This design comes from an exercise in tuning for small area and a short achievable clock period on the open sky130 flow, not from production work.
At most, simulation tests tie the RTL to the original design; equivalence was not proved.
The RTL of runs 5 and 6 was laid out without a check of its function.
Power and IR drop assume default switching activity.

File: flow/config.mk
export PLATFORM = sky130hd
export DESIGN_NAME = packet_router
export DESIGN_NICKNAME = packet_router
export VERILOG_FILES = /design/flow/design.v
export SDC_FILE = /design/flow/constraint.sdc
export NUM_CORES = 4
export LEC_CHECK = 0
export CAP_MARGIN = 20
export CORE_MARGIN = 2
export CORE_UTILIZATION = 60
export CTS_CLUSTER_DIAMETER = 80
export CTS_CLUSTER_SIZE = 25
export SETUP_SLACK_MARGIN = 3.0
export SLEW_MARGIN = 20
export TNS_END_PERCENT = 25
File: flow/run.sh
#!/bin/bash
# synth_recipe.tcl (not shown) runs the flow's synth.tcl, then flattens the netlist and writes it again
# the make line also repeats each setting of config.mk as NAME=value (left out here)
make -C /OpenROAD-flow-scripts/flow DESIGN_CONFIG=/design/flow/config.mk WORK_HOME=/design/flow/orfs CLKGATE_MAP_FILE= SYNTH_SCRIPT=/design/flow/synth_recipe.tcl finish
File: flow/design.v
`timescale 1ns/1ps
module packet_router #(
  parameter integer PATH_COUNT = 4,
  parameter integer DATA_WIDTH = 64
)(
  input   wire                                  iClk,
  input   wire                                  iRst,
  input   wire                                  iPktValid,
  input   wire  [DATA_WIDTH-1:0]                iPktData,
  output  wire  [DATA_WIDTH-1:0]                oData,
  output  wire  [PATH_COUNT-1:0]                oDataVld,
  input   wire  [PATH_COUNT-1:0] [31:0]         iRegMatchCriteria
);
reg  [3:0]            occ [0:3];  
reg  [3:0]            wp  [0:3];  
reg  [3:0]            rp  [0:3];  
reg  [DATA_WIDTH-1:0] mem [0:15];  
reg  [3:0]            sel;
reg  [DATA_WIDTH-1:0] dataOut;
reg  [3:0]            dataOutVld;
wire [3:0] wr;
genvar q, k;
generate
  for (q = 0; q < 4; q = q + 1) begin : g_wr
    assign wr[q] = iPktValid & (iRegMatchCriteria[q][31:28] == iPktData[DATA_WIDTH-1:DATA_WIDTH-4]);
  end
endgenerate
wire [3:0] ne = {occ[3][0], occ[2][0], occ[1][0], occ[0][0]};
wire [3:0] rd = sel & ne;
wire [DATA_WIDTH-1:0] head [0:3];
generate
  for (q = 0; q < 4; q = q + 1) begin : g_head
    assign head[q] = ({DATA_WIDTH{rp[q][0]}} & mem[4*q+0])
                   | ({DATA_WIDTH{rp[q][1]}} & mem[4*q+1])
                   | ({DATA_WIDTH{rp[q][2]}} & mem[4*q+2])
                   | ({DATA_WIDTH{rp[q][3]}} & mem[4*q+3]);
  end
endgenerate
wire [DATA_WIDTH-1:0] rdata = ({DATA_WIDTH{sel[0]}} & head[0])
                            | ({DATA_WIDTH{sel[1]}} & head[1])
                            | ({DATA_WIDTH{sel[2]}} & head[2])
                            | ({DATA_WIDTH{sel[3]}} & head[3]);
wire [3:0] ne_nxt;
generate
  for (q = 0; q < 4; q = q + 1) begin : g_q
    assign ne_nxt[q] = wr[q] | occ[q][1] | (occ[q][0] & ~sel[q]);
    always @(posedge iClk) begin
      if (iRst) begin
        occ[q] <= 4'b0000;
        wp[q]  <= 4'b0001;
        rp[q]  <= 4'b0001;
      end else begin
        if (wr[q] & ~rd[q])
          occ[q] <= {occ[q][2:0], 1'b1};
        else if (rd[q] & ~wr[q])
          occ[q] <= {1'b0, occ[q][3:1]};
        if (wr[q]) wp[q] <= {wp[q][2:0], wp[q][3]};
        if (rd[q]) rp[q] <= {rp[q][2:0], rp[q][3]};
      end
    end
    wire wfree = ~occ[q][3] | sel[q];
    for (k = 0; k < 4; k = k + 1) begin : g_slot
      always @(posedge iClk) begin
        if (wp[q][k] && wfree)
          mem[4*q+k] <= iPktData;
      end
    end
  end
endgenerate
wire [3:0] n = ne_nxt;
reg  [3:0] sel_nxt;
integer p, j;
always @(*) begin
  for (j = 0; j < 4; j = j + 1) begin
    sel_nxt[j] = 1'b0;
    for (p = 0; p < 4; p = p + 1) begin
      case ((j - p) & 3)
        1: sel_nxt[j] = sel_nxt[j] | (sel[p] & (n[j] | ~(n[(p+2)&3] | n[(p+3)&3] | n[p])));
        2: sel_nxt[j] = sel_nxt[j] | (sel[p] & n[j] & ~n[(p+1)&3]);
        3: sel_nxt[j] = sel_nxt[j] | (sel[p] & n[j] & ~n[(p+1)&3] & ~n[(p+2)&3]);
        default: sel_nxt[j] = sel_nxt[j] | (sel[p] & n[j] & ~n[(p+1)&3] & ~n[(p+2)&3] & ~n[(p+3)&3]);
      endcase
    end
  end
end
always @(posedge iClk) begin
  if (iRst) begin
    sel        <= 4'b0010;
    dataOutVld <= 4'd0;
  end else begin
    sel        <= sel_nxt;
    dataOutVld <= rd;
  end
  dataOut <= rdata;
end
assign oData    = dataOut;
assign oDataVld = dataOutVld;
endmodule
File: flow/constraint.sdc
create_clock -name core_clock -period 5.0 [get_ports {iClk}]
set_input_delay 1.0000 -clock core_clock [delete_from_list [all_inputs] [get_ports {iClk}]]
set_output_delay 1.0000 -clock core_clock [all_outputs]
set_load 0.01 [all_outputs]
==> metrics list, run 1 <==
* Run status: finished clean
* Total power density per cell area: about 360 nW/um^2
* Layout overhead on the synthesized area: 11.4%
- Clock tree synthesis found a total of 1144 sinks.
- Cells after Synth: between 2k and 3k
- Reg-to-reg slack, setup: 2.82 ns
- Starting DRT DRC Count: between 2k and 3k
* Final max-slew violation count: 0
* Depth of the most critical reg-to-reg path: 2
- Measured along the x axis, the die boundary spans between 200 and 300 um.
- Overall track demand over capacity in global routing: 33.0%
- In this run the standard cell core region covers 68300 um^2.
- For this run, design rule violations remaining after detail routing come to 0.
- Worst hold path cell count: 2
* Die Ht: around 270 um
* Final number of hold-violating endpoints: 0
* Most common cell after layout, fill and taps aside: sky130_fd_sc_hd__edfxtp_1
- TritonCTS built the clock tree.
- Timing would allow up to 459 MHz.
* Share of synthesized area occupied by flip-flops and latches: about four fifths
* Net total in the final layout: ~2.8k
* Final weighted congestion of routability-driven global placement: 0.736
* Clock Tree Root: sky130_fd_sc_hd__clkbuf_16
* Number of vias after detailed routing: 24.3k
- Commonest cells after routing, fill and taps aside: sky130_fd_sc_hd__edfxtp_1 (1024), sky130_fd_sc_hd__a22oi_1 (640), sky130_fd_sc_hd__nand2_1 (346)
* Number of buffers added on ports: 150
* Kind of critical path: reg2reg
- In this run the deepest clock path goes through 3 buffers.
- The top cell type by area accounts for 74.6% of the synthesized area.
- Detailed-router iteration count before antenna repair: 6
- For the finished layout, the period the worst path requires is 2.18 ns.
- The netlist uses between 40 and 50 different library cells.
- During synthesis, Yosys emitted a total of 5 warnings.
- Net count after synthesis: between 2k and 3k
- Once detailed placement completed, the half-perimeter wirelength came to 51.8 mm.
- Floorplan row count: 96
* Worst Hold Path EP: occ[2][2]
- Latest clock arrival within the worst-skew pair: 0.65 ns
- Number of H-tree levels: 2
- Classification of the worst-slack hold path: reg2reg
- The die covers about 70000 um^2.
- Inserted Clock Buffers: 52
* RSZ-0062 raised after global routing: yes
- Antenna violations before repair: 10
* Wire length of the first global-routing pass: 164 mm
- The worst register-to-register path begins at sel[0].
- Total overflow reported by the global router: 0
* Via count of the first global-routing pass: 23.1k
- VDD sags by at most 386 uV.
- The synthesized design contains between 1k and 1.5k register bits.
- In this run the static leakage power is 15.3 nW.
- Timing analysis after detailed placement gives a worst setup slack of around 0.95 ns.
- After detailed routing, the average wire length per cell comes to 32.7 um.
* Initial cell density of the core: 60.3%
- Critical Path Fanout Max: 21
- Wire length reported by the detailed router: around 120 mm
- Main area contributors after synthesis: sky130_fd_sc_hd__edfxtp_1 (75%), sky130_fd_sc_hd__a22oi_1 (12%), sky130_fd_sc_hd__dfxtp_1 (5.8%), sky130_fd_sc_hd__nand2_1 (3.2%), sky130_fd_sc_hd__clkbuf_1 (0.91%)
- Hold-fix buffer count after cts: 0
- Maximum number of pins on one net before global-route repair: 67
- Hold path start: occ[2][2]
- Endpoints failing setup: 0
* Data arrival time of the worst path: 2.44 ns
- Summed over all instances, the cell type with the most area after synthesis is sky130_fd_sc_hd__edfxtp_1.
- Adding up every negative setup slack in the final design gives 0 ns.
- Mean post-synth cell area: around 16 um^2
* End of the worst register-to-register path: mem[3][36]
- Element type at the critical path start: flop
* Element type at the critical path end: flop
- Max-cap violations in this run came to 0.
* Period utilisation layout: between 40% and 50%
* Max-Slew Margin vs Limit: 20.5%
- Setup slack of the critical path after layout: approximately 2.8 ns
* Transition at the pin with the smallest max-transition slack: 1.19 ns
- Via density: ~6.8
* Clock-pin slew on the worst setup and hold paths: ~0.09 ns
- Number of nets with antenna violations after detailed routing: 0
- Clock skew after layout: approximately 0.027 ns
* Post-Synthesis Cell Area: ~41000 um^2
* Data required time of the critical path: 5.26 ns
- Layout cells sized above 1: 12.7%
* Count of boundary I/O pins: 263
worst max-delay path, cell delays in order, from the launching register on:
cell and delay [ns]:
sky130_fd_sc_hd__dfxtp_4 0.60, sky130_fd_sc_hd__nand2b_4 0.38, sky130_fd_sc_hd__and2_2 0.79
metrics by stage:
step                total power [mW]  utilization (%)  hold slack (ns)  cell area (um^2)  std cells
detailed placement              11.9             63.8            0.489             43600       3417
finish                          16.7             67.1            0.540             45900       3575
global placement                11.9             63.8            0.465             43600       3417
global route                    17.1             67.1            0.577             45900       3571
CTS                             16.6             67.0            0.541             45800       3564
floorplan                       11.4                -            0.449             41200       2501
flip-flops by register name, summed over array words and instances, names as in the netlist:
signal and count:
sel 4, rp 16, wp 16, dataOut 64, occ 16, mem 1024
dataOutVld 4
per-layer routing:
metal,global-route usage (%),share of wire [%],vias up
met4,9.00,2.9,6
li1,-,-,10200
met2,53.3,48,1398
met1,46.2,39,12500
met3,7.09,11,186
met5,0,0.030,-
cell usage after synthesis (all sizes together):
| cell | number |
|---|---|
| a211o | 8 |
| a211oi | 1 |
| a21oi | 29 |
| a221oi | 1 |
| a222oi | 1 |
| a22oi | 640 |
| a311o | 1 |
| a311oi | 1 |
| a31oi | 2 |
| and2 | 16 |
| and3 | 5 |
| buf | 58 |
| clkbuf | 100 |
| dfxtp | 120 |
| edfxtp | 1024 |
| ha | 4 |
| inv | 3 |
| mux2i | 20 |
| nand2 | 346 |
| nand2b | 8 |
| nand3 | 14 |
| nand4 | 1 |
| nor2 | 60 |
| nor2b | 8 |
| nor3 | 5 |
| nor3b | 1 |
| nor4 | 1 |
| nor4b | 1 |
| o2111ai | 2 |
| o21ai | 4 |
| o21bai | 1 |
| o31a | 1 |
| o32ai | 1 |
| xnor2 | 6 |
| xor2 | 7 |
layout make-up:
cell class / instances / area, um^2
flip-flops and latches: 1144 / 33300
fillers: 4677 / 22500
multi-input cells: 1224 / 7830
repair buffers: 218 / 2100
clock buffers: 90 / 1490
well taps: 882 / 1100
clock inverters: 7 / 51.3
diodes: 7 / 17.5
inverters: 3 / 11.3
power by group:
group	switching, mW	leakage (nW)	total [mW]	internal, mW
logic	0.563	3.92	0.962	0.398
clock network	2.82	0.738	4.87	2.06
registers	0.130	10.6	10.8	10.7
cell families (layout without fill, tap and decap cells):
family	count (synthesis)	after routing	share of synthesized area [%]
multiplexers	20	20	0.486
other	0	7	0
adder cells (fa/ha/maj)	4	4	0.121
buffers and inverters	161	318	1.48
flip-flops	1144	1144	80.5
AO/OA/AOI/OAI	693	693	12.5
XOR/XNOR	13	13	0.276
AND/OR/NAND/NOR	466	494	4.69
what timing repair did:
action,in CTS,in global routing
gates resized for setup,227,239
setup endpoints to repair,1018,573
cloned,26,2
pin swaps,29,2
buffers inserted,24,2
worst max-delay path by stage:
stage	end	slack, ns	startpoint	depth (start not counted)
3_3_place_gp	occ[2][1]	1.07	iPktData[61]	9
5_1_grt	dataOut[63]	2.79	rp[2][0]	5
3_5_place_dp	occ[1][1]	0.95	iPktData[61]	8
2_1_floorplan	mem[10][0]	2.36	sel[2]	3
6_report	mem[3][36]	2.82	sel[0]	2
4_1_cts	oData[31]	2.72	dataOut[31]	1
==> run 2, diff against run 1 <==
--- a/flow/config.mk
+++ b/flow/config.mk
@@ -9,6 +9,4 @@
 export CORE_MARGIN = 2
 export CORE_UTILIZATION = 60
-export CTS_CLUSTER_DIAMETER = 80
-export CTS_CLUSTER_SIZE = 25
 export SETUP_SLACK_MARGIN = 3.0
 export SLEW_MARGIN = 20
==> run 2 against run 1 <==
Worst hold slack got worse by 0.0089 ns. Global-route usage up 0.69 points. Synthesized area unchanged. Sequential share of layout area down 3.2 points. Critical endpoint is now oData[14].
==> metrics list, run 2 <==
- The fraction of synthesis flops using an asynchronous set or reset pin is 0% (unchanged).
- Detailed-router iteration count before antenna repair: 7 (was 6)
- Core footprint: 68300 um^2 (unchanged)
- Run status: finished clean (unchanged)
- Yosys Warn Count: 5 (unchanged)
- Clock-pin slew on the worst setup and hold paths: 0.06 ns (was 0.09 ns)
- IR drop worst, VDD: 359 uV (was 386 uV)
- The most common cell after layout, fill and taps aside is sky130_fd_sc_hd__edfxtp_1 (unchanged).
* Min cycle time layout: 2.17 ns (was 2.18 ns)
* Number of enable flip-flop cells after synthesis: 1024 (unchanged)
- The count of pins on the block boundary is 263 (unchanged).
- The sequential fraction of the synthesis area was 80.5% (unchanged).
* Static Leakage: 16.3 nW (was 15.3 nW)
- Final weighted congestion of routability-driven global placement: 0.736 (unchanged)
- The kind of start point of the critical path was a flop (unchanged).
* Total power: 20.0 mW (was 16.7 mW)
* Wire length of the first global-routing pass: 168 mm (was 164 mm)
- Critical path launch point: dataOut[14] (was sel[0])
- The post-synth net total came to 2700 (unchanged).
- The number of placement rows came to 96 (unchanged).
- The most numerous cell in the Yosys netlist was sky130_fd_sc_hd__edfxtp_1 (unchanged).
- Number of vias after detailed routing: 24.8k (was 24.3k)
- The die span in x came to 266 um (unchanged).
- The cell chosen for the clock root was sky130_fd_sc_hd__clkbuf_16 (unchanged).
- Via density: 6.70 (was 6.79)
- DRC: 0 (unchanged)
- Element type at the critical path end: output pin (was flop)
* Largest register FFs: 1024 (unchanged)
* Max-Slew Margin vs Limit: 18.5% (was 20.5%)
- Count of different cell masters after synthesis: 42 (unchanged)
* Top Registers: mem x1024, dataOut x64 (unchanged)
* Transition at the pin with the smallest max-transition slack: 1.22 ns (was 1.19 ns)
- Die Ht: 266 um (unchanged)
- Main area contributors after synthesis: sky130_fd_sc_hd__edfxtp_1 (75%), sky130_fd_sc_hd__a22oi_1 (12%), sky130_fd_sc_hd__dfxtp_1 (5.8%), sky130_fd_sc_hd__nand2_1 (3.2%), sky130_fd_sc_hd__clkbuf_1 (0.91%) (unchanged).
- Post-route worst hold slack: 0.531 ns (was 0.540 ns)
- The clock buffer count from CTS is 110 (was 52).
- Cells traversed along the worst timing path: buf_6 (was nand2b_4, and2_2)
* Initial cell density of the core: 60.3% (unchanged)
- Seq pwr share: 54.3% (was 65.0%)
* Starting DRT DRC Count: 3305 (was 2983)
- The final standard cell count with taps included and fillers excluded was 3692 (was 3575).
- Classification of the worst-slack hold path: reg2reg (unchanged)
- The number of endpoints failing setup at the final stage was 0 (unchanged).
* Critical Path Fanout Max: 1 (was 21)
* HPWL reported at the end of detailed placement: 51.8 mm (unchanged)
* Depth of the most critical reg-to-reg path: 2 (unchanged)
- Cell family contributing the most delay on the critical path: flip-flops (was simple AND/OR/NAND/NOR gates)
* Data arrival time of the worst path: 1.17 ns (was 2.44 ns)
- The latest clock arrival within the worst-skew pair came to 0.67 ns (was 0.65 ns).
* Reg-to-reg slack, setup: 2.84 ns (was 2.82 ns)
- Final number of hold-violating endpoints: 0 (unchanged)
- The number of sinks driven by the clock tree was 1144 (unchanged).
- Maximum frequency from static timing analysis: 462 MHz (was 459 MHz)
- Top-area cell type share of the netlist area: 74.6% (unchanged)
- Finished Cell Area: 48000 um^2 (was 45900 um^2)
- Hold-fix buffer count after cts: 0 (unchanged)
* Largest register by flop count: mem (unchanged)
- Largest buffer count on any clock path: 3 (unchanged)
- The initial antenna violation count is 8 (was 10).
* Net total in the final layout: 2905 (was 2842)
* Number of buffers added on ports: 150 (unchanged)
- The power dissipated by switching net loads came to 4.12 mW (was 3.51 mW).
- The final antenna-violating net count is 0 (unchanged).
- The launch instance of the worst register-to-register path is sel[1] (was sel[0]).
* Most frequent cells after synthesis: sky130_fd_sc_hd__edfxtp_1 (1024), sky130_fd_sc_hd__a22oi_1 (640), sky130_fd_sc_hd__nand2_1 (346), sky130_fd_sc_hd__dfxtp_1 (120), sky130_fd_sc_hd__clkbuf_1 (100) (unchanged)
* Combinational fraction of design power: 4.8% (was 5.8%)
- Cells after Synth: 2501 (unchanged)
* Internal power component: 15.9 mW (was 13.2 mW)
- Period utilisation layout: 43.3% (was 43.6%)
- Mean post-synth cell area: 16.5 um^2 (unchanged)
- Slowest cell on the critical path: sky130_fd_sc_hd__dfxtp_4 (was sky130_fd_sc_hd__and2_2)
- Proportion of power drawn by the clock network: 40.9% (was 29.2%)
- Final max-slew violation count: 0 (unchanged)
* Setup slack of the critical path after layout: 2.83 ns (was 2.82 ns)
- The via count of the first global-routing pass came to 23.8k (was 23.1k).
* # Max-Cap Violations: 0 (unchanged)
* Net switching fraction of the power: 20.6% (was 21.1%)
- The TritonCTS clock tree is done (unchanged).
- The share of the core filled with cells in the final layout is 70.2% (was 67.1%).
* Number of H-tree levels: 3 (was 2)
- End of the worst register-to-register path: mem[7][50] (was mem[3][36])
- The capturing instance or port of the critical path is oData[14] (was mem[3][36]).
- The number of register bits inferred by synthesis was 1144 (unchanged).
- Commonest cells after routing, fill and taps aside: sky130_fd_sc_hd__edfxtp_1 (1024), sky130_fd_sc_hd__a22oi_1 (640), sky130_fd_sc_hd__nand2_1 (346) (unchanged)
* Cell depth of the worst setup path: 1 (was 2)
- The clock skew after layout was 0.0233 ns (was 0.0273 ns).
- The cell area reported after detailed placement is 43600 um^2 (unchanged).
* Post-Synthesis Cell Area: 41200 um^2 (unchanged)
* WP buf/inv: 1 (was 0)
- The total power divided by cell area was 416 nW/um^2 (was 363 nW/um^2).
- The prevailing post-synth register cell is sky130_fd_sc_hd__edfxtp_1 (unchanged).
- RSZ-0062 raised after global routing: yes (unchanged)
- The cell count after placement was 3417 (unchanged).
- The layout overhead on the synthesized area came to 16.4% (was 11.4%).
- The worst stage delay on the critical path was 0.38 ns (was 0.79 ns).
- The placement-stage worst setup slack was 0.947 ns (unchanged).
* Kind of critical path: reg2out (was reg2reg)
* Wire length reported by the detailed router: 120 mm (was 117 mm)
* Layout cells sized above 1: 15.5% (was 12.7%)
- The remaining global-route overflow is 0 (unchanged).
- Final TNS setup: 0 ns (unchanged)
- The total global-route track usage was 33.7% (was 33.0%).
- The required time at the worst-slack endpoint came to 4.00 ns (was 5.26 ns).
- Total Die Area: 70800 um^2 (unchanged)
- The library cell occupying the most area in the post-synthesis netlist was sky130_fd_sc_hd__edfxtp_1 (unchanged).
- The pin count of the biggest net entering global routing is 67 (unchanged).
- Average wire per standard cell: 32.6 um (was 32.7 um)
==> run 2: worst min-delay path by stage <==
stage	cells after the start	to	slack (ns)	start
after floorplan	1	wp[1][0]	0.45	wp[1][3]
after global placement	1	wp[2][0]	0.46	wp[2][3]
after detailed placement	1	wp[1][0]	0.49	wp[1][3]
after CTS	2	occ[3][2]	0.53	occ[3][2]
after global routing	2	occ[2][2]	0.57	occ[2][2]
final	2	occ[3][2]	0.53	occ[3][2]
==> run 2: power groups by stage <==
stage	Clock [mW]	Combinational [mW]	Sequential, mW
after floorplan	0	0.386	11.0
after global placement	0	0.890	11.0
after detailed placement	0	0.910	11.0
after CTS	8.24	0.935	10.8
after global routing	8.61	1.03	10.9
final	8.17	0.957	10.8
==> run 2: what timing repair did <==
item | CTS | global route
resized for setup | 247 | 205
setup buffers | 24 | 7
endpoints found under the setup margin | 1012 | 553
gates cloned | 28 | 0
pin swaps | 28 | 0
==> run 2: layer usage <==
metal	wire (um)	GRT usage, %	share of wire (%)
met1	45600	47.5	38
met2	57300	53.7	48
met3	13700	6.89	11
met4	3570	10.6	3.0
met5	27	0	0.022
==> run 2: logic make-up after synthesis <==
logic type,after synthesis,synth area share (%)
simple gates,466,4.69
fa+ha+maj,4,0.121
compound gates,693,12.5
flops,1144,80.5
buf+inv,161,1.48
xor+xnor,13,0.276
mux,20,0.486
==> run 2: cell type report <==
class | instances | area (um^2)
clock inverter | 57 | 514
clock buffer | 151 | 3070
multi-input combinational | 1224 | 7820
tap | 882 | 1100
sequential | 1144 | 33300
antenna | 8 | 20.0
inverter | 3 | 11.3
fill | 4484 | 20400
timing repair buffer | 223 | 2150
==> run 3, diff against run 2 <==
--- a/flow/design.v
+++ b/flow/design.v
@@ -28,17 +28,17 @@
 wire [3:0] ne = {occ[3][0], occ[2][0], occ[1][0], occ[0][0]};
 wire [3:0] rd = sel & ne;
-wire [DATA_WIDTH-1:0] head [0:3];
+wire [15:0] rsel;
 generate
-  for (q = 0; q < 4; q = q + 1) begin : g_head
-    assign head[q] = ({DATA_WIDTH{rp[q][0]}} & mem[4*q+0])
-                   | ({DATA_WIDTH{rp[q][1]}} & mem[4*q+1])
-                   | ({DATA_WIDTH{rp[q][2]}} & mem[4*q+2])
-                   | ({DATA_WIDTH{rp[q][3]}} & mem[4*q+3]);
+  for (q = 0; q < 4; q = q + 1) begin : g_rsel
+    assign rsel[4*q+3:4*q] = rp[q] & {4{sel[q]}};
   end
 endgenerate
-wire [DATA_WIDTH-1:0] rdata = ({DATA_WIDTH{sel[0]}} & head[0])
-                            | ({DATA_WIDTH{sel[1]}} & head[1])
-                            | ({DATA_WIDTH{sel[2]}} & head[2])
-                            | ({DATA_WIDTH{sel[3]}} & head[3]);
+reg [DATA_WIDTH-1:0] rdata;
+integer e;
+always @(*) begin
+  rdata = {DATA_WIDTH{1'b0}};
+  for (e = 0; e < 16; e = e + 1)
+    rdata = rdata | ({DATA_WIDTH{rsel[e]}} & mem[e]);
+end
 wire [3:0] ne_nxt;
 generate
--- a/flow/config.mk
+++ b/flow/config.mk
@@ -9,4 +9,6 @@
 export CORE_MARGIN = 2
 export CORE_UTILIZATION = 60
+export CTS_CLUSTER_DIAMETER = 80
+export CTS_CLUSTER_SIZE = 25
 export SETUP_SLACK_MARGIN = 3.0
 export SLEW_MARGIN = 20
==> run 3 against run 2 <==
First-iteration DRC count grew 25%. Critical path type unchanged. Clock-buffer cell count is 59 lower. Worst hold slack got worse by 0.054 ns. Critical path depth did not move. Maximum frequency increased by 1.0%. Sequential share of layout area grew 3.3 points. Routed wire length up 0.49%. Clock skew rose by 0.017 ns. Register-to-register slack improved by 0.02 ns. Combinational power is 2% higher. Non-clock buffer count grew 64. Synthesized cell count decreased by 13%.
==> metrics list, run 3 <==
* Run status: finished clean (unchanged)
- The synthesized cell area came to 40200 um^2 (was 41200 um^2).
* Most common cell after layout, fill and taps aside: sky130_fd_sc_hd__edfxtp_1 (unchanged)
* Kind of critical path: reg2out (unchanged)
* Cell with the most instances after synthesis: sky130_fd_sc_hd__edfxtp_1 (unchanged)
- The cell with the largest stage delay on the worst path is sky130_fd_sc_hd__dfxtp_2 (was sky130_fd_sc_hd__dfxtp_4).
- The total global-route track usage was 34.7% (was 33.7%).
* Final number of hold-violating endpoints: 0 (unchanged)
* Core footprint: 66100 um^2 (was 68300 um^2)
* Cell family contributing the most delay on the critical path: flip-flops (unchanged)
- Antenna violations before repair: 10 (was 8)
* Number of buffers added on ports: 150 (unchanged)
* Element type at the critical path end: output pin (unchanged)
* Inserted Clock Buffers: 52 (was 110)
- Largest buffer count on any clock path: 3 (unchanged)
- RSZ-0062 raised after global routing: yes (unchanged).
- Number of nets with antenna violations after detailed routing: 0 (unchanged)
* Critical Path Fanout Max: 1 (unchanged)
- The count of pins on the block boundary came to 263 (unchanged).
- Maximum frequency from static timing analysis: 466 MHz (was 462 MHz)
- The final layout net count came to 2611 (was 2905).
- Total power density per cell area: 364 nW/um^2 (was 416 nW/um^2)
* Clock skew after layout: 0.0399 ns (was 0.0233 ns)
- Number of enable flip-flop cells after synthesis: 1024 (unchanged)
- Worst setup slack after placement: 1.09 ns (was 0.947 ns)
* Main area contributors after synthesis: sky130_fd_sc_hd__edfxtp_1 (77%), sky130_fd_sc_hd__dfxtp_1 (6.0%), sky130_fd_sc_hd__a22oi_1 (3.2%), sky130_fd_sc_hd__a222oi_1 (2.6%), sky130_fd_sc_hd__a22o_1 (2.2%) (was sky130_fd_sc_hd__edfxtp_1 (75%), sky130_fd_sc_hd__a22oi_1 (12%), sky130_fd_sc_hd__dfxtp_1 (5.8%), sky130_fd_sc_hd__nand2_1 (3.2%), sky130_fd_sc_hd__clkbuf_1 (0.91%))
* Largest register FFs: 1024 (unchanged)
- The most heavily used metal layer in global routing is met2 (unchanged).
- The chip height is 263 um (was 266 um).
- The number of register bits inferred by synthesis came to 1144 (unchanged).
- Commonest cells after routing, fill and taps aside: sky130_fd_sc_hd__edfxtp_1 (1024), sky130_fd_sc_hd__a22oi_1 (171), sky130_fd_sc_hd__a222oi_1 (104) (was sky130_fd_sc_hd__edfxtp_1 (1024), sky130_fd_sc_hd__a22oi_1 (640), sky130_fd_sc_hd__nand2_1 (346))
* Floorplan row count: 94 (was 96)
- The last weighted congestion value of the routability-driven placer was 0.737 (was 0.736).
- CTS Sinks: 1144 (unchanged)
- CTS tree: done (unchanged)
- The slack of the critical path is 2.86 ns (was 2.83 ns).
- IR drop worst, VDD: 375 uV (was 359 uV)
* Proportion of register bits with asynchronous set or reset after synthesis: 0% (unchanged)
* Global routing usage on met2: 54.7% (was 53.7%)
- Classification of the worst-slack hold path: reg2reg (unchanged)
- The average instance area after synthesis came to 18.5 um^2 (was 16.5 um^2).
* Transition at the pin with the smallest max-transition slack: 0.981 ns (was 1.22 ns)
- Grt met3 use: 6.99% (was 6.89%)
- The placed wire-length estimate is 53.8 mm (was 51.8 mm).
* Min cycle time layout: 2.14 ns (was 2.17 ns)
- The remaining global-route overflow was 0 (unchanged).
- The floorplan die area came to 69100 um^2 (was 70800 um^2).
- Number of cells in the design after placement: 3109 (was 3417)
* Clock-pin slew on the worst setup and hold paths: 0.10 ns (was 0.06 ns)
- The number of warnings printed during yosys synthesis was 5 (unchanged).
- Initial cell density of the core: 60.8% (was 60.3%)
- Net count after synthesis: 2374 (was 2700)
* Wire length reported by the detailed router: 121 mm (was 120 mm)
- Maximum number of pins on one net before global-route repair: 55 (was 67)
* Data required time of the critical path: 4.00 ns (about the same)
- The number of endpoints failing setup at the final stage is 0 (unchanged).
- Average wire per standard cell: 36.4 um (was 32.6 um)
- Wire length of the first global-routing pass: 167 mm (was 168 mm)
- Cells traversed along the worst timing path: buf_6 (unchanged)
- The latest clock arrival within the worst-skew pair was 0.65 ns (was 0.67 ns).
- The number of distinct library cells after synthesis was 51 (was 42).
- Max-Slew Margin vs Limit: 34.6% (was 18.5%)
- The kind of start point of the critical path is a flop (unchanged).
- Detailed-router iteration count before antenna repair: 7 (unchanged)
- Period utilisation layout: 42.9% (was 43.3%)
* Layout cells sized above 1: 17.4% (was 15.5%)
- The die span in x came to 263 um (was 266 um).
- Global routing met1 resource utilization: 48.5% (was 47.5%)
- The combined buffer and inverter count along the critical path is 1 (unchanged).
- Starting DRT DRC Count: 4143 (was 3305)
* Largest register by flop count: mem (unchanged)
* Final TNS setup: 0 ns (unchanged)
- The sequential fraction of the synthesis area was 82.5% (was 80.5%).
- # Max-Cap Violations: 0 (unchanged)
- Final max-slew violation count: 0 (unchanged)
- The via count of the first global-routing pass came to 22.0k (was 23.8k).
- The via count of the routed design came to 23.4k (was 24.8k).
* Top-area cell type share of the netlist area: 76.5% (was 74.6%)
- Top Registers: mem x1024, dataOut x64 (unchanged).
- Most frequent cells after synthesis: sky130_fd_sc_hd__edfxtp_1 (1024), sky130_fd_sc_hd__a22oi_1 (171), sky130_fd_sc_hd__dfxtp_1 (120), sky130_fd_sc_hd__clkbuf_1 (105), sky130_fd_sc_hd__a222oi_1 (104) (was sky130_fd_sc_hd__edfxtp_1 (1024), sky130_fd_sc_hd__a22oi_1 (640), sky130_fd_sc_hd__nand2_1 (346), sky130_fd_sc_hd__dfxtp_1 (120), sky130_fd_sc_hd__clkbuf_1 (100))
- Top cell type by total area after synthesis: sky130_fd_sc_hd__edfxtp_1 (unchanged)
* Cells after Synth: 2175 (was 2501)
- The mean number of vias per cell came to 7.04 (was 6.70).
- The cell chosen for the clock root is sky130_fd_sc_hd__clkbuf_16 (unchanged).
* Number of H-tree levels: 2 (was 3)
* Worst stage delay on the critical path: 0.38 ns (about the same)
- Filler-free cell count of the finished design: 3322 (was 3692)
- The prevailing post-synth register cell was sky130_fd_sc_hd__edfxtp_1 (unchanged).
- The layout overhead on the synthesized area was 13.7% (was 16.4%).
- The DRC violations left is 0 (unchanged).
* Static Leakage: 15.0 nW (was 16.3 nW)
- Data arrival time of the worst path: 1.14 ns (was 1.17 ns)
==> run 3: changes by cell type after synthesis, moves of 11 or more <==
cell                       before  now
sky130_fd_sc_hd__and2_1        16   31
sky130_fd_sc_hd__a22oi_1      640  171
sky130_fd_sc_hd__a21oi_1       29   53
sky130_fd_sc_hd__nand4_1        1   21
sky130_fd_sc_hd__inv_1          2   25
sky130_fd_sc_hd__buf_2          2   13
sky130_fd_sc_hd__o2111a_1       0   23
sky130_fd_sc_hd__a221oi_1       1   86
sky130_fd_sc_hd__nand3_1       14   90
sky130_fd_sc_hd__a222oi_1       1  104
sky130_fd_sc_hd__nand2_1      346   33
sky130_fd_sc_hd__a22o_1         0  103
sky130_fd_sc_hd__buf_1         55   20
==> run 3: where the power goes <==
| group | total, mW | internal (mW) | leakage, nW | switching [mW] |
|---|---|---|---|---|
| Combinational | 0.972 | 0.395 | 3.64 | 0.577 |
| Sequential | 10.8 | 10.7 | 10.6 | 0.116 |
| Clock | 4.84 | 2.03 | 0.717 | 2.81 |
==> run 3: stage by stage <==
stage               total power [mW]  hold slack [ns]  instance area, um^2  utilization, %
global route                    17.0            0.507                45700            69.1
finish                          16.6            0.477                45700            69.2
floorplan                       11.4            0.444                40200               -
CTS                             16.6            0.484                45500            68.8
detailed placement              11.9            0.461                42800            64.8
global placement                11.9            0.463                42800            64.8
==> run 3: area by class of cell <==
cell class / instances / area [um^2]
clock inverter: 3 / 35.0
sequential: 1144 / 33200
fill: 4317 / 20400
inverter: 28 / 110
tap: 864 / 1080
antenna: 5 / 12.5
clock buffer: 92 / 1470
timing repair buffer: 287 / 2790
multi-input combinational: 899 / 6970
==> run 3: path summary, 6_finish.rpt <==
kind               start  cells after the start          end  slack [ns]
max          dataOut[53]                      1    oData[53]        2.86
min           mem[5][22]                      2  dataOut[22]        0.48
max reg2reg       sel[2]                      2  mem[10][24]        2.86
min reg2reg   mem[5][22]                      2  dataOut[22]        0.48
==> run 3: what timing repair did <==
item | in CTS | in global routing
gates resized for setup | 352 | 172
endpoints found under the setup margin | 1106 | 460
hold buffers | 0 | 0
hold endpoints to repair | 0 | 0
pin swaps | 43 | 20
cloned | 41 | 1
setup buffers | 46 | 25
==> run 3: kinds of logic (layout without fill, tap and decap cells) <==
group / Yosys count / in the layout / synth area share (%)
AOI/OAI and AO/OA: 566 / 566 / 11.7
xor gates and xnor gates: 13 / 13 / 0.283
adders and majority gates: 4 / 4 / 0.125
buffers and inverters: 169 / 410 / 1.65
DFF: 1144 / 1144 / 82.5
muxes: 24 / 24 / 0.598
other: 0 / 5 / 0
and+or+nand+nor: 255 / 292 / 3.19
==> run 3: worst register-to-register path: stages, from the launching register on <==
cell and delay (ns):
sky130_fd_sc_hd__dfxtp_4 0.47, sky130_fd_sc_hd__nand2b_2 0.40, sky130_fd_sc_hd__and2_2 0.89
==> run 3: per-layer routing <==
metal	vias to the layer above	wire, um
li1	9553	-
met5	-	54
met4	8	5360
met2	1546	56200
met3	263	14300
met1	12000	44800
==> run 4, diff against run 3 <==
==> flow/flow/run.sh (new file) <==
#!/bin/bash
# Layout flow: the standard ORFS flow (standard.sh, unchanged synthesis,
# floorplan, placement, CTS and routing), with the smallest buffer given to
# buffer_ports for the port buffers; timing repair still resizes them.
cp standard.sh standard_sh.log
export BUFFER_PORTS_ARGS="-buffer_cell sky130_fd_sc_hd__buf_1"
bash standard.sh > standard.log 2>&1
==> flow/standard.sh (new file) <==
#!/bin/bash
# synth_recipe.tcl (not shown) runs the flow's synth.tcl, then flattens the netlist and writes it again
# the make line also repeats each setting of config.mk as NAME=value (left out here)
make -C /OpenROAD-flow-scripts/flow DESIGN_CONFIG=/design/flow/config.mk WORK_HOME=/design/flow/orfs CLKGATE_MAP_FILE= SYNTH_SCRIPT=/design/flow/synth_recipe.tcl "${@:-finish}"
removed: flow/run.sh
==> run 4 against run 3 <==
Critical path depth is 1 higher. Clock-buffer cell count fell by 2. Global-route usage shrank 0.40 points. Core utilization down 1.5 points. Largest cell class unchanged.
==> metrics list, run 4 <==
- The clock input transition at the sequential cells of the worst setup and hold paths is 0.10 ns (about the same).
- Adder and majority cell fraction of the synthesized area: 0.125% (unchanged)
- Cells after Synth: 2175 (unchanged)
- The top fanout value on the critical path is 20 (was 1).
- The placement-stage worst setup slack is 1.35 ns (was 1.09 ns).
- Final number of hold-violating endpoints: 0 (unchanged)
* HPWL reported at the end of detailed placement: 54.6 mm (was 53.8 mm)
- The total power divided by cell area is 370 nW/um^2 (was 364 nW/um^2).
* Count of boundary I/O pins: 263 (unchanged)
- Number of register bits inferred by synthesis: 1144 (unchanged)
* Inserted Clock Buffers: 51 (was 52)
* Static Leakage: 14.4 nW (was 15.0 nW)
* Most common cell after layout, fill and taps aside: sky130_fd_sc_hd__edfxtp_1 (unchanged)
* Largest register by flop count: mem (unchanged)
* Wire length reported by the detailed router: 120 mm (was 121 mm)
- Top Registers: mem x1024, dataOut x64 (unchanged)
- The floorplan die area is 69100 um^2 (unchanged).
* Clock skew after layout: 0.0147 ns (was 0.0399 ns)
- The library cell occupying the most area in the post-synthesis netlist was sky130_fd_sc_hd__edfxtp_1 (unchanged).
* Number of enable flip-flop cells after synthesis: 1024 (unchanged)
- Yosys Warn Count: 5 (unchanged)
- The initial antenna violation count came to 11 (was 10).
- The final antenna-violating net count came to 0 (unchanged).
- The parity-gate share of the synthesized area counting xor and xnor cells came to 0.283% (unchanged).
- Run status: finished clean (unchanged).
* Count of different cell masters after synthesis: 51 (unchanged)
- The fraction of synthesis flops using an asynchronous set or reset pin is 0% (unchanged).
* Detailed-router iteration count before antenna repair: 8 (was 7)
- The area share of the largest cell type after synthesis is 76.5% (unchanged).
- The via count of the routed design came to 23.5k (was 23.4k).
* RSZ-0062 raised after global routing: yes (unchanged)
- The sequential power share was 65.3% (was 65.1%).
- Most frequent cells after synthesis: sky130_fd_sc_hd__edfxtp_1 (1024), sky130_fd_sc_hd__a22oi_1 (171), sky130_fd_sc_hd__dfxtp_1 (120), sky130_fd_sc_hd__clkbuf_1 (105), sky130_fd_sc_hd__a222oi_1 (104) (unchanged).
* Max-Slew Margin vs Limit: 34.9% (was 34.6%)
- CTS tree: done (unchanged)
* Main combinational cell family by area after synthesis: compound AO/OA/AOI/OAI gates (unchanged)
- Commonest cells after routing, fill and taps aside: sky130_fd_sc_hd__edfxtp_1 (1024), sky130_fd_sc_hd__a22oi_1 (171), sky130_fd_sc_hd__buf_1 (117) (was sky130_fd_sc_hd__edfxtp_1 (1024), sky130_fd_sc_hd__a22oi_1 (171), sky130_fd_sc_hd__a222oi_1 (104))
- Number of H-tree levels: 2 (unchanged)
- The sequential fraction of the synthesis area is 82.5% (unchanged).
- Proportion of power drawn by the clock network: 29.4% (was 29.1%)
- The synthesized cell area was 40200 um^2 (unchanged).
- Mean post-synth cell area: 18.5 um^2 (unchanged)
- Element type at the critical path end: flop (was output pin)
* Clock Tree Root: sky130_fd_sc_hd__clkbuf_16 (unchanged)
- The cts-stage hold buffer count came to 0 (unchanged).
* Net total in the final layout: 2589 (was 2611)
- The number of endpoints failing setup at the final stage is 0 (unchanged).
- The latest clock arrival within the worst-skew pair came to 0.65 ns (about the same).
- Wire length of the first global-routing pass: 166 mm (was 167 mm)
- The fraction of final layout cells sized beyond drive strength 1 is 13.6% (was 17.4%).
- Maximum frequency from static timing analysis: 455 MHz (was 466 MHz)
* IR drop worst, VDD: 351 uV (was 375 uV)
* Data required time of the critical path: 5.28 ns (was 4.00 ns)
* Period utilisation layout: 44.0% (was 42.9%)
* Total overflow reported by the global router: 0 (unchanged)
- Transition at the pin with the smallest max-transition slack: 0.977 ns (was 0.981 ns)
- The number of sinks driven by the clock tree is 1144 (unchanged).
- Classification of the worst-slack hold path: reg2reg (unchanged)
- The kind of start point of the critical path is a flop (unchanged).
* Share of the synthesized area in compound gates (AO/OA/AOI/OAI): 11.7% (unchanged)
* Core footprint: 66100 um^2 (unchanged)
- The prevailing post-synth register cell is sky130_fd_sc_hd__edfxtp_1 (unchanged).
- The cell area reported after detailed placement came to 41900 um^2 (was 42800 um^2).
- Starting DRT DRC Count: 3734 (was 4143)
* # Max-Cap Violations: 0 (unchanged)
- Net switching fraction of the power: 21.3% (was 21.1%)
- Number of buffers added on ports: 150 (unchanged)
* DRC: 0 (unchanged)
* Simple logic cell fraction of the synthesized area: 3.19% (unchanged)
* Main area contributors after synthesis: sky130_fd_sc_hd__edfxtp_1 (77%), sky130_fd_sc_hd__dfxtp_1 (6.0%), sky130_fd_sc_hd__a22oi_1 (3.2%), sky130_fd_sc_hd__a222oi_1 (2.6%), sky130_fd_sc_hd__a22o_1 (2.2%) (unchanged)
- The starting utilization of the core area came to 60.8% (unchanged).
* Setup slack of the critical path after layout: 2.80 ns (was 2.86 ns)
- The part of the power in combinational logic is 5.3% (was 5.8%).
- The die span in x is 263 um (unchanged).
- Net count after synthesis: 2374 (unchanged)
* Die Ht: 263 um (unchanged)
- Maximum number of pins on one net before global-route repair: 56 (was 55)
- Mux cell area share after synthesis: 0.598% (unchanged)
- Kind of critical path: reg2reg (was reg2out)
* Finished Cell Area: 44700 um^2 (was 45700 um^2)
- Layout overhead on the synthesized area: 11.3% (was 13.7%)
* Cell with the most instances after synthesis: sky130_fd_sc_hd__edfxtp_1 (unchanged)
* Overall track demand over capacity in global routing: 34.3% (was 34.7%)
* Floorplan row count: 94 (unchanged)
- Internal power component: 13.0 mW (was 13.1 mW)
* Largest register FFs: 1024 (unchanged)
- Average wire per standard cell: 36.4 um (about the same)
- Data arrival time of the worst path: 2.48 ns (was 1.14 ns)
- The power dissipated by switching net loads came to 3.53 mW (was 3.50 mW).
- Final weighted congestion of routability-driven global placement: 0.785 (was 0.737)
* Largest buffer count on any clock path: 3 (unchanged)
* Final max-slew violation count: 0 (unchanged)
- Via count of the first global-routing pass: 22.0k (about the same)
* Via density: 7.11 (was 7.04)
* Min cycle time layout: 2.20 ns (was 2.14 ns)
* Final TNS setup: 0 ns (unchanged)
## run 4: cell counts after synthesis
Identical to the previous run, type by type.
## run 4: repair_timing
item                       in CTS  in global routing
cloned                         28                  6
setup endpoints to repair    1069                547
resized for setup              83                 84
pin swaps                      27                  7
buffers inserted               43                 13
## run 4: worst max-delay path, stage by stage, from the launching register on
cell and delay (ns):
sky130_fd_sc_hd__dfxtp_2 0.51, sky130_fd_sc_hd__nand2b_2 0.43, sky130_fd_sc_hd__and2_2 0.87
## run 4: per-layer routing
metal / GRT usage (%) / share of wire [%] / vias up
met5: 0 / 0.053 / -
li1: - / - / 9523
met2: 56.0 / 48 / 1533
met3: 4.92 / 12 / 220
met4: 10.3 / 3.4 / 8
met1: 48.8 / 37 / 12200
## run 4: path summary, 6_finish.rpt
| check | startpoint | endpoint | slack, ns | cells after the start |
|---|---|---|---|---|
| max | sel[2] | mem[9][4] | 2.80 | 2 |
| min | mem[10][10] | dataOut[10] | 0.48 | 2 |
| max reg2reg | sel[2] | mem[9][4] | 2.80 | 2 |
| min reg2reg | mem[10][10] | dataOut[10] | 0.48 | 2 |
## run 4: kinds of logic after synthesis
family,Yosys count
flip-flops,1144
AO/OA/AOI/OAI,566
AND/OR/NAND/NOR,255
buffers and inverters,169
multiplexers,24
XOR/XNOR,13
adder cells (fa/ha/maj),4
## run 4: area by class of cell
cell class              count  area [um^2]
clock buffers              90         1450
diodes                      7         17.5
clock inverters             4         47.5
repair buffers            274         2060
inverters                  28          110
well taps                 864         1080
multi-input cells         891         6780
flip-flops and latches   1144        33200
fillers                  4395        21300
## run 4: through the flow
stage               power, mW  std cells  utilization, %  hold WS, ns
detailed placement       11.8       3111            63.5        0.460
finish                   16.6       3302            67.7        0.481
floorplan                11.4       2175               -        0.444
global route             17.0       3296            67.7        0.504
CTS                      16.5       3276            67.1        0.483
global placement         11.8       3111            63.5        0.461
## run 4: power groups by stage
stage,Sequential (mW),Combinational (mW),Clock (mW)
after CTS,10.8,0.827,4.88
after global placement,11.0,0.747,0
after detailed placement,11.0,0.764,0
after floorplan,11.0,0.339,0
after global routing,10.8,0.922,5.20
final,10.8,0.871,4.87
==> run 5, diff against run 4 <==
--- a/flow/design.v
+++ b/flow/design.v
@@ -13,6 +13,6 @@
 );
 reg  [3:0]            occ [0:3];  
-reg  [3:0]            wp  [0:3];  
-reg  [3:0]            rp  [0:3];  
+reg  [1:0]            wp  [0:3];  
+reg  [1:0]            rp  [0:3];  
 reg  [DATA_WIDTH-1:0] mem [0:15];  
 reg  [3:0]            sel;
@@ -31,5 +31,7 @@
 generate
   for (q = 0; q < 4; q = q + 1) begin : g_rsel
-    assign rsel[4*q+3:4*q] = rp[q] & {4{sel[q]}};
+    for (k = 0; k < 4; k = k + 1) begin : g_k
+      assign rsel[4*q+k] = sel[q] & (rp[q] == k);
+    end
   end
 endgenerate
@@ -48,6 +50,6 @@
       if (iRst) begin
         occ[q] <= 4'b0000;
-        wp[q]  <= 4'b0001;
-        rp[q]  <= 4'b0001;
+        wp[q]  <= 2'd0;
+        rp[q]  <= 2'd0;
       end else begin
         if (wr[q] & ~rd[q])
@@ -55,12 +57,12 @@
         else if (rd[q] & ~wr[q])
           occ[q] <= {1'b0, occ[q][3:1]};
-        if (wr[q]) wp[q] <= {wp[q][2:0], wp[q][3]};
-        if (rd[q]) rp[q] <= {rp[q][2:0], rp[q][3]};
+        if (wr[q]) wp[q] <= wp[q] + 2'd1;
+        if (rd[q]) rp[q] <= rp[q] + 2'd1;
       end
     end
-    wire wfree = ~occ[q][3] | sel[q];
+    wire wfree = ~occ[q][3] | wr[q];
     for (k = 0; k < 4; k = k + 1) begin : g_slot
       always @(posedge iClk) begin
-        if (wp[q][k] && wfree)
+        if (wp[q] == k && wfree)
           mem[4*q+k] <= iPktData;
       end
==> run 5 against run 4 <==
Sequential share of layout area fell by 5.4 points. Largest cell class unchanged. Via count grew 2.2%. Combinational power up 13%. Synthesized area shrank 0.57%. Critical path depth grew 7. Worst hold slack improved by 0.0026 ns.
==> metrics list, run 5 <==
- Most frequently used flop master after synthesis: sky130_fd_sc_hd__edfxtp_1 (unchanged)
- The last weighted congestion value of the routability-driven placer came to 0.787 (was 0.785).
- Most frequent cells after synthesis: sky130_fd_sc_hd__edfxtp_1 (1024), sky130_fd_sc_hd__a22oi_1 (221), sky130_fd_sc_hd__a222oi_1 (114), sky130_fd_sc_hd__clkbuf_1 (110), sky130_fd_sc_hd__dfxtp_1 (104) (was sky130_fd_sc_hd__edfxtp_1 (1024), sky130_fd_sc_hd__a22oi_1 (171), sky130_fd_sc_hd__dfxtp_1 (120), sky130_fd_sc_hd__clkbuf_1 (105), sky130_fd_sc_hd__a222oi_1 (104))
* Period utilisation layout: 45.6% (was 44.0%)
- Number of H-tree levels: 2 (unchanged)
- The post-synth net total came to 2378 (was 2374).
* Data required time of the critical path: 5.38 ns (was 5.28 ns)
- The global-route wire length before repair came to 169 mm (was 166 mm).
- The count of cells along the worst hold path was 2 (unchanged).
* Final number of hold-violating endpoints: 0 (unchanged)
* Main area contributors after synthesis: sky130_fd_sc_hd__edfxtp_1 (77%), sky130_fd_sc_hd__dfxtp_1 (5.2%), sky130_fd_sc_hd__a22oi_1 (4.2%), sky130_fd_sc_hd__a222oi_1 (2.9%), sky130_fd_sc_hd__a22o_1 (1.4%) (was sky130_fd_sc_hd__edfxtp_1 (77%), sky130_fd_sc_hd__dfxtp_1 (6.0%), sky130_fd_sc_hd__a22oi_1 (3.2%), sky130_fd_sc_hd__a222oi_1 (2.6%), sky130_fd_sc_hd__a22o_1 (2.2%))
* Data arrival time of the worst path: 2.66 ns (was 2.48 ns)
- The library cell occupying the most area in the post-synthesis netlist is sky130_fd_sc_hd__edfxtp_1 (unchanged).
- The count of pins on the block boundary was 263 (unchanged).
- The die span in x is 262 um (was 263 um).
* Via density: 6.99 (was 7.11)
* Cell with the most instances after synthesis: sky130_fd_sc_hd__edfxtp_1 (unchanged)
- Most common cell after layout, fill and taps aside: sky130_fd_sc_hd__edfxtp_1 (unchanged)
- The total power divided by cell area is 345 nW/um^2 (was 370 nW/um^2).
* CTS tree: done (unchanged)
- Element type at the critical path end: flop (unchanged)
* Largest register by flop count: mem (unchanged)
* Transition at the pin with the smallest max-transition slack: 0.992 ns (was 0.977 ns)
- Total power: 16.5 mW (was 16.6 mW)
* Critical path launch point: iPktData[61] (was sel[2])
- The latest clock arrival within the worst-skew pair was 0.66 ns (was 0.65 ns).
- HPWL reported at the end of detailed placement: 56.1 mm (was 54.6 mm)
- Net total in the final layout: 2755 (was 2589)
* Maximum number of pins on one net before global-route repair: 44 (was 56)
- The initial antenna violation count was 7 (was 11).
- Kind of critical path: in2reg (was reg2reg)
* Via count of the first global-routing pass: 22.5k (was 22.0k)
* Floorplan row count: 94 (unchanged)
- The area of the multi-input gates came to 7300 um^2 (was 6780 um^2).
- The sequential fraction of the synthesis area is 82.2% (was 82.5%).
- The layout overhead on the synthesized area came to 19.7% (was 11.3%).
- IR drop worst, VDD: 300 uV (was 351 uV)
- DRC: 0 (unchanged)
* Storage cell area: 32900 um^2 (was 33200 um^2)
* Count of different cell masters after synthesis: 49 (was 51)
* CTS Sinks: 1128 (was 1144)
- Wire length reported by the detailed router: 126 mm (was 120 mm)
- Total overflow reported by the global router: 0 (unchanged)
* RSZ-0062 raised after global routing: yes (unchanged)
- Top Registers: mem x1024, dataOut x64, occ x16 (was mem x1024, dataOut x64).
- The iteration count of the initial detailed-routing pass came to 10 (was 8).
* Worst stage delay on the critical path: 0.47 ns (was 0.87 ns)
- Cells traversed along the worst timing path: buf_12, or2b_1, o2111ai_2, or3_4, nand2_8, and2_4, buf_12, buf_12, buf_16 (was nand2b_2, and2_2).
- Clock skew after layout: 0.0269 ns (was 0.0147 ns)
- The synthesized cell area came to 40000 um^2 (was 40200 um^2).
* # Max-Cap Violations: 0 (unchanged)
* Number of buffers added on ports: 150 (unchanged)
* Largest buffer count on any clock path: 3 (unchanged)
- Min cycle time layout: 2.28 ns (was 2.20 ns)
- Top-area cell type share of the netlist area: 76.9% (was 76.5%)
* Element type at the critical path start: input pin (was flop)
- Final max-slew violation count: 0 (unchanged)
- Counting stages on the worst path, the most repeated cell is sky130_fd_sc_hd__buf_12.
- Critical Path Fanout Max: 21 (was 20)
- The post-detailed-route wirelength per cell came to 36.6 um (was 36.4 um).
- Run status: finished clean (unchanged).
* Layout cells sized above 1: 19.3% (was 13.6%)
* Classification of the worst-slack hold path: reg2reg (unchanged)
- The maximum clock rate was 438 MHz (was 455 MHz).
- The number of warnings printed during yosys synthesis came to 5 (unchanged).
- The cts-stage hold buffer count came to 0 (unchanged).
- Max-Slew Margin vs Limit: 33.8% (was 34.9%)
- Commonest cells after routing, fill and taps aside: sky130_fd_sc_hd__edfxtp_1 (1024), sky130_fd_sc_hd__a22oi_1 (219), sky130_fd_sc_hd__buf_1 (137) (was sky130_fd_sc_hd__edfxtp_1 (1024), sky130_fd_sc_hd__a22oi_1 (171), sky130_fd_sc_hd__buf_1 (117)).
- The startpoint of the worst hold path was mem[0][15] (was mem[10][10]).
- The average instance area after synthesis came to 18.6 um^2 (was 18.5 um^2).
- Worst flop-to-flop path startpoint: rp[0][0] (was sel[2])
* Static Leakage: 15.7 nW (was 14.4 nW)
* Number of register bits inferred by synthesis: 1128 (was 1144)
- Fill count: 4013 (was 4395)
- Inserted Clock Buffers: 51 (unchanged)
- Core footprint: 65900 um^2 (was 66100 um^2)
* Clock-pin slew on the worst setup and hold paths: 0.09 ns (was 0.10 ns)
* Cells after Synth: 2147 (was 2175)
- The depth of the worst register-to-register path came to 6 (was 2).
- The via count of the routed design was 24.0k (was 23.5k).
* Proportion of register bits with asynchronous set or reset after synthesis: 0% (unchanged)
* Starting DRT DRC Count: 3970 (was 3734)
- The cell with the largest stage delay on the worst path is sky130_fd_sc_hd__or3_4 (was sky130_fd_sc_hd__and2_2).
- The total global-route track usage was 35.9% (was 34.3%).
- Setup slack of the critical path after layout: 2.72 ns (was 2.80 ns)
- The floorplan die area was 68700 um^2 (was 69100 um^2).
- Largest register FFs: 1024 (unchanged)
- Utilization after layout: 72.6% (was 67.7%)
* Initial cell density of the core: 60.7% (was 60.8%)
- The cell chosen for the clock root is sky130_fd_sc_hd__clkbuf_16 (unchanged).
- The placement-stage worst setup slack came to 0.954 ns (was 1.35 ns).
- Number of nets with antenna violations after detailed routing: 0 (unchanged)
- The number of enable flip-flop cells after synthesis was 1024 (unchanged).
- Endpoints failing setup: 0 (unchanged)
- The final instance area came to 47800 um^2 (was 44700 um^2).
- Die Ht: 262 um (was 263 um)
- Total placed instance area: 41900 um^2 (about the same)
* Final TNS setup: 0 ns (unchanged)
## run 5: critical path, delay by kind of cell
| kind | cells | cell delay [ns] |
|---|---|---|
| AOI/OAI and AO/OA | 1 | 0.12 |
| and+or+nand+nor | 4 | 0.97 |
| buffers and inverters | 4 | 0.54 |
## run 5: cells by family (layout without fill, tap and decap cells)
group / count (synthesis) / count (layout) / share of synthesized area, %
AO/OA/AOI/OAI: 558 / 558 / 11.7
XOR/XNOR: 21 / 21 / 0.460
adder cells (fa/ha/maj): 36 / 36 / 1.13
buffers and inverters: 154 / 543 / 1.47
flip-flops: 1128 / 1128 / 82.2
multiplexers: 8 / 8 / 0.200
other: 0 / 4 / 0
AND/OR/NAND/NOR: 242 / 270 / 2.92
## run 5: path summary, 6_finish.rpt
check	to	slack, ns
max	mem[13][38]	2.72
min	dataOut[15]	0.48
max reg2reg	dataOut[42]	2.78
min reg2reg	dataOut[15]	0.48
## run 5: where the power goes
part	switching, mW	internal (mW)
registers	0.109	10.6
clock network	2.82	2.02
logic	0.617	0.370
total	3.54	13.0
## run 5: layout make-up
| class | instances | share of cell area (%) |
|---|---|---|
| clock buffer | 88 | 3.05 |
| antenna | 4 | 0.0209 |
| tap | 864 | 2.26 |
| timing repair buffer | 425 | 10.3 |
| sequential | 1128 | 68.8 |
| clock inverter | 5 | 0.0968 |
| inverter | 25 | 0.233 |
| multi-input combinational | 893 | 15.3 |
## run 5: stage by stage
step           cells  hold WS, ns
2_1_floorplan   2147        0.447
3_3_place_gp    3100        0.468
3_5_place_dp    3100        0.467
4_1_cts         3378        0.491
5_1_grt         3429        0.512
6_report        3432        0.483
## run 5: repair_timing
action | 4_1_cts | 5_1_grt
gates resized for setup | 236 | 104
pin swaps | 56 | 28
gates cloned | 55 | 10
setup buffers | 130 | 40
endpoints found under the setup margin | 1183 | 1129
## run 5: layer usage
layer	vias to the layer above	share of wire [%]	wire length, um	global-route usage (%)
met2	1599	48	60000	57.4
met5	-	0.036	45	0
li1	9753	-	-	-
met3	307	13	15800	9.69
met1	12300	35	44000	47.5
met4	8	4.6	5810	14.3
==> run 6, diff against run 5 <==
--- a/flow/design.v
+++ b/flow/design.v
@@ -44,7 +44,11 @@
 end
 wire [3:0] ne_nxt;
+wire [3:0] occ_nxt [0:3];
+reg  [3:0] wfree;
 generate
   for (q = 0; q < 4; q = q + 1) begin : g_q
     assign ne_nxt[q] = wr[q] | occ[q][1] | (occ[q][0] & ~sel[q]);
+    assign occ_nxt[q] = (wr[q] & ~rd[q]) ? {occ[q][2:0], 1'b1} :
+                        (rd[q] & ~wr[q]) ? {1'b0, occ[q][3:1]} : occ[q];
     always @(posedge iClk) begin
       if (iRst) begin
@@ -53,16 +57,12 @@
         rp[q]  <= 2'd0;
       end else begin
-        if (wr[q] & ~rd[q])
-          occ[q] <= {occ[q][2:0], 1'b1};
-        else if (rd[q] & ~wr[q])
-          occ[q] <= {1'b0, occ[q][3:1]};
+        occ[q] <= occ_nxt[q];
         if (wr[q]) wp[q] <= wp[q] + 2'd1;
         if (rd[q]) rp[q] <= rp[q] + 2'd1;
       end
     end
-    wire wfree = ~occ[q][3] | wr[q];
     for (k = 0; k < 4; k = k + 1) begin : g_slot
       always @(posedge iClk) begin
-        if (wp[q] == k && wfree)
+        if (wp[q] == k && wfree[q])
           mem[4*q+k] <= iPktData;
       end
@@ -89,7 +89,9 @@
   if (iRst) begin
     sel        <= 4'b0010;
+    wfree      <= 4'b1111;
     dataOutVld <= 4'd0;
   end else begin
     sel        <= sel_nxt;
+    wfree      <= ~{occ_nxt[3][3], occ_nxt[2][3], occ_nxt[1][3], occ_nxt[0][3]} | sel_nxt;
     dataOutVld <= rd;
   end
==> flow/run.sh (new file) <==
#!/bin/bash
# synth_recipe.tcl (not shown) runs the flow's synth.tcl, then flattens the netlist and writes it again
# the make line also repeats each setting of config.mk as NAME=value (left out here)
make -C /OpenROAD-flow-scripts/flow DESIGN_CONFIG=/design/flow/config.mk WORK_HOME=/design/flow/orfs CLKGATE_MAP_FILE= SYNTH_SCRIPT=/design/flow/synth_recipe.tcl finish
removed: flow/flow/run.sh
removed: flow/standard.sh
==> run 6 against run 5 <==
Still clean. Cell area is 3.1% lower. Critical path depth is 8 lower. Core utilization is 3.3 points lower. First-iteration DRC count is 1.8% higher. Highest routed layer unchanged.
==> metrics list, run 6 <==
* Wire length of the first global-routing pass: 163 mm (was 169 mm)
- Count of different cell masters after synthesis: 52 (was 49)
* Number of buffers added on ports: 150 (unchanged)
- Layout cells sized above 1: 17.6% (was 19.3%)
- The slew at the pin closest to its max-slew limit was 1.06 ns (was 0.992 ns).
- The clock input transition at the sequential cells of the worst setup and hold paths is 0.09 ns (about the same).
* Run status: finished clean (unchanged)
* WP buf/inv: 1 (was 4)
* Proportion of power drawn by the clock network: 29.0% (was 29.3%)
- The startpoint of the worst hold path is mem[1][47] (was mem[0][15]).
- The top fanout value on the critical path is 1 (was 21).
- The clock buffer count from CTS is 52 (was 51).
* Element type at the critical path start: flop (was input pin)
- Period utilisation layout: 44.5% (was 45.6%)
- Total Die Area: 69500 um^2 (was 68700 um^2)
* Average wire per standard cell: 35.6 um (was 36.6 um)
- Endpoints failing setup: 0 (unchanged)
- Top Registers: mem x1024, dataOut x64, occ x16 (unchanged).
- The deepest level of the CTS H-tree came to 2 (unchanged).
* GR peak layer: met2 (unchanged)
- Data required time of the critical path: 4.00 ns (was 5.38 ns)
- Total power density per cell area: 362 nW/um^2 (was 345 nW/um^2)
* Net switching fraction of the power: 21.8% (was 21.5%)
- The iteration count of the initial detailed-routing pass is 6 (was 10).
* Max-Slew Margin vs Limit: 29.6% (was 33.8%)
- The TritonCTS clock tree is done (unchanged).
- End of the worst register-to-register path: mem[5][53] (was dataOut[42])
- The flip-flop count of the largest register, all copies and words added is 1024 (unchanged).
- The part of the power in combinational logic is 6.7% (was 6.0%).
* Main area contributors after synthesis: sky130_fd_sc_hd__edfxtp_1 (76%), sky130_fd_sc_hd__dfxtp_1 (5.3%), sky130_fd_sc_hd__a22oi_1 (3.1%), sky130_fd_sc_hd__a222oi_1 (2.8%), sky130_fd_sc_hd__a22o_1 (2.1%) (was sky130_fd_sc_hd__edfxtp_1 (77%), sky130_fd_sc_hd__dfxtp_1 (5.2%), sky130_fd_sc_hd__a22oi_1 (4.2%), sky130_fd_sc_hd__a222oi_1 (2.9%), sky130_fd_sc_hd__a22o_1 (1.4%))
* Final TNS setup: 0 ns (unchanged)
* Worst hold path cell count: 2 (unchanged)
- The synthesized cell area came to 40500 um^2 (was 40000 um^2).
- Number of enable flip-flop cells after synthesis: 1024 (unchanged)
* Cell depth of the worst setup path: 1 (was 9)
- Latest clock arrival within the worst-skew pair: 0.66 ns (about the same)
* Min cycle time layout: 2.23 ns (was 2.28 ns)
* Psw: 3.66 mW (was 3.54 mW)
- The largest buffer count on any clock path was 3 (unchanged).
* HPWL reported at the end of detailed placement: 52.2 mm (was 56.1 mm)
- The final wirelength came to 120 mm (was 126 mm).
- The post-synth net total was 2435 (was 2378).
* Top-area cell type share of the netlist area: 76.0% (was 76.9%)
* Cells after Synth: 2200 (was 2147)
- Kind of critical path: reg2out (was in2reg)
- The total global-route track usage is 33.6% (was 35.9%).
* Final max-slew violation count: 0 (unchanged)
- The register-to-register setup slack came to 2.80 ns (was 2.78 ns).
- Mean post-synth cell area: 18.4 um^2 (was 18.6 um^2)
* Global routing met1 resource utilization: 49.0% (was 47.5%)
* Via count of the first global-routing pass: 22.2k (was 22.5k)
- The cell with the largest stage delay on the worst path was sky130_fd_sc_hd__dfxtp_1 (was sky130_fd_sc_hd__or3_4).
- Top cell type by total area after synthesis: sky130_fd_sc_hd__edfxtp_1 (unchanged)
- Data arrival time of the worst path: 1.23 ns (was 2.66 ns)
- The worst hold path class is reg2reg (unchanged).
- Grt met3 use: 6.71% (was 9.69%)
* Utilization after layout: 69.3% (was 72.6%)
- Clock Tree Root: sky130_fd_sc_hd__clkbuf_16 (unchanged)
- Share of synthesized area occupied by flip-flops and latches: 81.3% (was 82.2%)
* Number of cells in the design after placement: 3143 (was 3100)
- The remaining global-route overflow was 0 (unchanged).
- Yosys Warn Count: 5 (unchanged)
* Fill count: 4336 (was 4013)
- The final antenna-violating net count was 0 (unchanged).
- The area of the multi-input gates is 7480 um^2 (was 7300 um^2).
- Most frequently used flop master after synthesis: sky130_fd_sc_hd__edfxtp_1 (unchanged)
* Hold-fix buffer count after cts: 0 (unchanged)
- Floorplan row count: 95 (was 94)
- Cells traversed along the worst timing path: dlygate4sd2_1 (was buf_12, or2b_1, o2111ai_2, or3_4, nand2_8, and2_4, buf_12, buf_12, buf_16).
* Largest register by flop count: mem (unchanged)
- Static Leakage: 15.4 nW (was 15.7 nW)
* Layout overhead on the synthesized area: 14.5% (was 19.7%)
- Depth of the most critical reg-to-reg path: 3 (was 6)
- Cell family contributing the most delay on the critical path: flip-flops (was simple AND/OR/NAND/NOR gates)
- Proportion of register bits with asynchronous set or reset after synthesis: 0% (unchanged)
- Maximum frequency from static timing analysis: 449 MHz (was 438 MHz)
- Internal power component: 13.1 mW (was 13.0 mW)
- The met2 demand-to-capacity share in global routing came to 52.3% (was 57.4%).
- The sequential cell area was 33000 um^2 (was 32900 um^2).
- The DRC violations left is 0 (unchanged).
- Most common cell after layout, fill and taps aside: sky130_fd_sc_hd__edfxtp_1 (unchanged)
- Final weighted congestion of routability-driven global placement: 0.748 (was 0.787)
- Commonest cells after routing, fill and taps aside: sky130_fd_sc_hd__edfxtp_1 (1024), sky130_fd_sc_hd__a22oi_1 (166), sky130_fd_sc_hd__a222oi_1 (113) (was sky130_fd_sc_hd__edfxtp_1 (1024), sky130_fd_sc_hd__a22oi_1 (219), sky130_fd_sc_hd__buf_1 (137)).
* Element type at the critical path end: output pin (was flop)
- X dimension of the die: 264 um (was 262 um)
* Final number of hold-violating endpoints: 0 (unchanged)
- The number of register bits inferred by synthesis is 1132 (was 1128).
- RSZ-0062 raised after global routing: yes (unchanged)
- Cell with the most instances after synthesis: sky130_fd_sc_hd__edfxtp_1 (unchanged)
- The clock skew after layout came to 0.0351 ns (was 0.0269 ns).
* Core footprint: 66900 um^2 (was 65900 um^2)
* Maximum number of pins on one net before global-route repair: 46 (was 44)
- The final standard cell count with taps included and fillers excluded was 3381 (was 3432).
* Seq pwr share: 64.3% (was 64.7%)
- CTS Sinks: 1132 (was 1128)
- The worst supply voltage drop on vdd came to 295 uV (was 300 uV).
- The count of pins on the block boundary came to 263 (unchanged).
* Die Ht: 264 um (was 262 um)
* # Max-Cap Violations: 0 (unchanged)
* Number of vias after detailed routing: 23.6k (was 24.0k)
- The detailed router's first-iteration violation count is 4041 (was 3970).
- Worst Hold Path EP: dataOut[47] (was dataOut[15])
run 6: cell types whose count changed after synthesis, moves of 18 or more:
cell / before / now
sky130_fd_sc_hd__a21oi_1: 27 / 72
sky130_fd_sc_hd__clkbuf_1: 110 / 64
sky130_fd_sc_hd__nor2_1: 75 / 39
sky130_fd_sc_hd__inv_1: 24 / 67
sky130_fd_sc_hd__a221oi_1: 58 / 84
sky130_fd_sc_hd__a22oi_1: 221 / 167
sky130_fd_sc_hd__nand4_1: 10 / 28
sky130_fd_sc_hd__o2111a_1: 35 / 8
sky130_fd_sc_hd__a22o_1: 64 / 99
sky130_fd_sc_hd__o21ai_0: 22 / 3
sky130_fd_sc_hd__buf_2: 7 / 47
run 6: worst max-delay path by stage:
stage	startpoint	endpoint	slack, ns
2_1_floorplan	iPktData[63]	wfree[1]	2.31
3_3_place_gp	iPktData[62]	wfree[1]	1.19
3_5_place_dp	iPktData[62]	wfree[1]	1.11
4_1_cts	wp[3][0]	mem[14][16]	2.70
5_1_grt	dataOut[53]	oData[53]	2.74
6_report	dataOut[55]	oData[55]	2.77
run 6: metrics by stage:
stage          total power [mW]  cell area [um^2]  hold WS, ns  setup WS, ns
6_report                   16.8             46400        0.488          2.77
5_1_grt                    17.2             46300        0.515          2.74
4_1_cts                    16.8             46000        0.489          2.70
3_5_place_dp               12.0             43000        0.465          1.11
3_3_place_gp               12.0             43000        0.456          1.19
2_1_floorplan              11.4             40600        0.443          2.31
run 6: power groups by stage:
stage | Sequential, mW | Combinational (mW) | Clock, mW
floorplan | 11.0 | 0.409 | 0
global placement | 11.0 | 1.03 | 0
detailed placement | 11.0 | 1.05 | 0
CTS | 10.8 | 1.10 | 4.91
global route | 10.8 | 1.19 | 5.23
finish | 10.8 | 1.13 | 4.87
run 6: tightest hold or removal path: stages (launching register included):
cell and delay [ns]:
sky130_fd_sc_hd__edfxtp_1 0.33, sky130_fd_sc_hd__a22oi_1 0.06, sky130_fd_sc_hd__nand3_1 0.07
run 6: repair_timing:
action | in CTS | in global routing
buffers inserted | 69 | 21
gates resized for setup | 455 | 23
gates cloned | 32 | 11
endpoints found under the setup margin | 548 | 618
hold endpoints to repair | 0 | 0
pin swaps | 74 | 2
run 6: layout make-up:
cell class | instances | area share (%)
Antenna cell | 7 | 0.0378
Clock buffer | 92 | 3.18
Clock inverter | 6 | 0.146
Inverter | 68 | 0.561
Multi-Input combinational cell | 908 | 16.1
Sequential cell | 1132 | 71.2
Tap cell | 873 | 2.36
Timing Repair Buffer | 295 | 6.41
run 6: cells by family after synthesis:
logic type                 count (synthesis)  share of synthesized area, %
adders and majority gates                 40                          1.24
buffers and inverters                    196                          2.14
DFF                                     1132                          81.3
muxes                                      4                        0.0989
and+or+nand+nor                          239                          3.17
AOI/OAI and AO/OA                        568                          11.6
xor gates and xnor gates                  21                         0.454
run 6: routing by layer:
metal	vias up	part of all wire, %	wire length (um)
met2	1538	46	55400
met1	12200	38	45600
li1	9669	-	-
met3	225	13	15100
met4	10	3.4	4030
met5	-	0.054	65

Setup slack of run 6, layout unchanged: 2.773 ns with ideal ports, 2.705 ns with driving cells assumed (clock clkbuf_16, inputs buf_2), 2.106 ns with port delays also shifted by the 0.710 ns mid clock arrival.
